This is an optimization exercise on Yosys and OpenROAD, whose aim is small area, not a production implementation. Function was checked by simulation only, so behaviour that the tests miss may differ from the original. Power and IR drop assume default switching activity.

==> flow/design.v (excerpt) <==
module game6 (
    input wire mode,
    input wire CLK,
    input wire rst,
    input wire [1:0] BTN_LR,
    input wire [9:0] i_x,
    input wire [8:0] i_y,
    input wire i_animate,
    output wire [3:0] VGA_R,
    output wire [3:0] VGA_G,
    output wire [3:0] VGA_B,
    output wire endgame,
    output wire [8:0] score,
    output wire win
    );
Size in the first run: roughly 800 cells after synthesis, ~6500 um^2 of cells after synthesis.
Settings: LEC_CHECK=0, CAP_MARGIN=0, CORE_MARGIN=2, CORE_UTILIZATION=40, CTS_BUF_LIST=sky130_fd_sc_hd__clkbuf_8, GPL_TIMING_DRIVEN=0, SLEW_MARGIN=0, SYNTH_HIERARCHICAL=1; clock period 16.0 ns.
standard.sh (not shown) runs the stock make flow with config.mk's settings and CLKGATE_MAP_FILE= SYNTH_SCRIPT=/design/flow/synth_recipe.tcl, a recipe that flattens the netlist after the stock synthesis.
==> flow/flow/run.sh <==
#!/bin/bash
# Layout flow: the standard layout (standard.sh) with these changes:
#  - the synthesis maps the logic with an area-oriented ABC script
#    (abc_area.script here) in place of ORFS's delay-oriented abc_speed.script;
#  - the synthesis adds no buffers between outputs that carry the same signal
#    (placement still gives every output port a buffer of its own);
#  - placement gives every input and output port a buf_1 buffer;
#  - clock tree synthesis adds no dummy loads to balance the tree's leaves.
# The synthesis is otherwise ORFS's with the standard flow's own script (synth_recipe.tcl),
# so the registers, their names and cells are those of the standard synthesis.
set -euo pipefail
W=$(pwd)
rm -rf "$W/scripts_area"
cp -r "$FLOW_HOME/scripts" "$W/scripts_area"
cp "$W/flow/abc_area.script" "$W/scripts_area/abc_speed.script"
bash "$W/standard.sh" SCRIPTS_DIR="$W/scripts_area" SYNTH_INSBUF=0 synth > "$W/synth.log" 2>&1
bash "$W/standard.sh" "BUFFER_PORTS_ARGS=-buffer_cell sky130_fd_sc_hd__buf_1" \
    "CTS_ARGS=-sink_clustering_enable -repair_clock_nets -buf_list sky130_fd_sc_hd__clkbuf_8 -dont_use_dummy_load" \
    > "$W/layout.log" 2>&1
==> flow/flow/abc_area.script <==
&get -n
&st
&syn2
&dc2
&syn2
&dch -f
&nf -R 1000 -p
&st
&syn2
&dc2
&syn2
&dch -f
&nf -R 1000 -p
&put
topo
The baseline went through all stages and came out clean.
Change:
==> flow/flow/abc_area.script (replaced) <==
&get -n
&st
&syn2
&dc2
&syn2
&dch -f
&nf -R 1000 -p
&put
topo
After rerunning:
- utilization hardly moves
- maximum frequency stays flat
- worst setup slack gets better by 0.016 ns
- die area stays flat
- clock-buffer cell count does not change

* * *

Setup of job 9736:
game6, a different RTL version from the one above (not shown whole).
For scale: ~1000 cells after synthesis, about 85 flip-flops, about 48 I/O pins, ~8000 sq um of cells after synthesis.
Settings: LEC_CHECK=0, CAP_MARGIN=20, CORE_MARGIN=2, CORE_UTILIZATION=60, CTS_BUF_LIST=sky130_fd_sc_hd__clkbuf_8, CTS_CLUSTER_DIAMETER=150, CTS_CLUSTER_SIZE=40, SLEW_MARGIN=20; clock period 16.0 ns.
run.sh (not shown) runs the stock make flow with config.mk's settings and CLKGATE_MAP_FILE= SYNTH_SCRIPT=/design/flow/synth_recipe.tcl, a recipe that flattens the netlist after the stock synthesis.
Stock flow here: none of the scripts above is used.
[inputs] job 1732 vs job 9736
Settings: changing CORE_UTILIZATION from 60 to 70; changing CTS_CLUSTER_DIAMETER from 150 to 200; changing CAP_MARGIN from 20 to 0; changing CTS_CLUSTER_SIZE from 40 to 60; changing SLEW_MARGIN from 20 to 0.
### Flow results
- Between job 9736 and job 1732, the flow reports via total after detailed routing increasing by a few percent.
- Delta(length of routed met2 wiring, job 1732 - job 9736) < 0
- Fraction of area in registers: job 1732 vs job 9736 up 0.18 points
- Job 1732 vs. job 9736: global-route usage higher, total power roughly the same, clock latency of the later-clocked register in the worst-skew pair roughly the same, global placer's final weighted congestion higher, total wire length after detailed routing lower.
- Between job 9736 and job 1732, the flow reports final cell count decreasing by a few percent.
The inputs of job 5700 differ from those of job 1732 as listed below.
Settings: clearing CTS_CLUSTER_SIZE, which used to be 60; swapping 0 for 20 in CAP_MARGIN; clearing CTS_CLUSTER_DIAMETER, which used to be 200; swapping 70 for 40 in CORE_UTILIZATION; clearing CTS_BUF_LIST, which used to be sky130_fd_sc_hd__clkbuf_8; swapping 0 for 20 in SLEW_MARGIN.
==> flow/flow/run.sh (new file) <==
#!/bin/bash
# Layout flow: the standard layout (standard.sh), except that the
# synthesis maps the logic with an area-oriented ABC script (abc_area.script
# here) in place of ORFS's delay-oriented abc_speed.script.  The synthesis is
# otherwise ORFS's and the standard flow's own (synth_recipe.tcl), so the registers, their
# names and cells are those of the standard synthesis.
set -euo pipefail
W=$(pwd)
rm -rf "$W/scripts_area"
cp -r "$FLOW_HOME/scripts" "$W/scripts_area"
cp "$W/flow/abc_area.script" "$W/scripts_area/abc_speed.script"
bash "$W/standard.sh" SCRIPTS_DIR="$W/scripts_area" synth > "$W/synth.log" 2>&1
bash "$W/standard.sh" > "$W/layout.log" 2>&1
==> flow/flow/abc_area.script (new file) <==
&get -n
&st
&syn2
&dc2
&syn2
&dch -f
&nf -R 1000 -p
&put
topo
==> flow/standard.sh (new file) <==
#!/bin/bash
# synth_recipe.tcl (not shown) runs the flow's synth.tcl, then flattens the netlist and writes it again
# the make line also repeats each setting of config.mk as NAME=value (left out here)
make -C /OpenROAD-flow-scripts/flow DESIGN_CONFIG=/design/flow/config.mk WORK_HOME=/design/flow/orfs CLKGATE_MAP_FILE= SYNTH_SCRIPT=/design/flow/synth_recipe.tcl "${@:-finish}"
removed: flow/run.sh
## What came out
Job 5700 ended up with sky130_fd_sc_hd__nor2_1 as its most common cell after layout, fill and taps aside; job 1732 ended up with sky130_fd_sc_hd__o21ai_0.
A worst setup path endpoint of lit$_SDFF_PP0_ is what job 5700 shows, while ph[8]$_SDFF_PP0_ belongs to job 1732.
Job 5700 ended with less area of the mapped netlist than job 1732.
Between job 5700 and job 1732, it is job 5700 whose fraction of standard cell area that is sequential is higher, by 0.69 points.
Standard cell area after detailed placement of job 5700 falls short of that of job 1732 by a few percent.
Delta (job 5700 minus job 1732): data required time at the worst endpoint now sits lower, cell area after layout now sits lower, cell area power density now sits higher, fraction of met3 tracks used by global routing now sits lower.

-- separate check: timing with driven ports --
No port has a modelled driver above. Below, the same layouts with a new extraction and two added sets of constraints. Step 1: set_driving_cell puts a clkbuf_16 on CLK and a buf_2 on each other input, an assumption about the parent block. Step 2 times the ports against the registers' clock, not the clock port: input delays grow and output delays shrink by t, the midpoint of the rising clock arrivals with the driver on. a / b / c = ideal ports / drivers / drivers and shift; a / b = the first two.
run	t, ns	setup WS [ns]	pins driven straight from the clock port
the first run of note 1	0.410	7.828 / 7.841 / 7.431	1
the second run of note 1	0.405	7.844 / 7.858 / 7.453	1
job 9736	0.418	7.786 / 7.801 / 7.382	1
job 1732	0.413	7.689 / 7.706 / 7.293	1
job 5700	0.401	7.883 / 7.901 / 7.500	1
After both steps every run listed still meets setup and hold. For job 9736, which loses most, drivers alone change the setup slack by +0.015 ns; drivers and shift together by -0.404 ns.
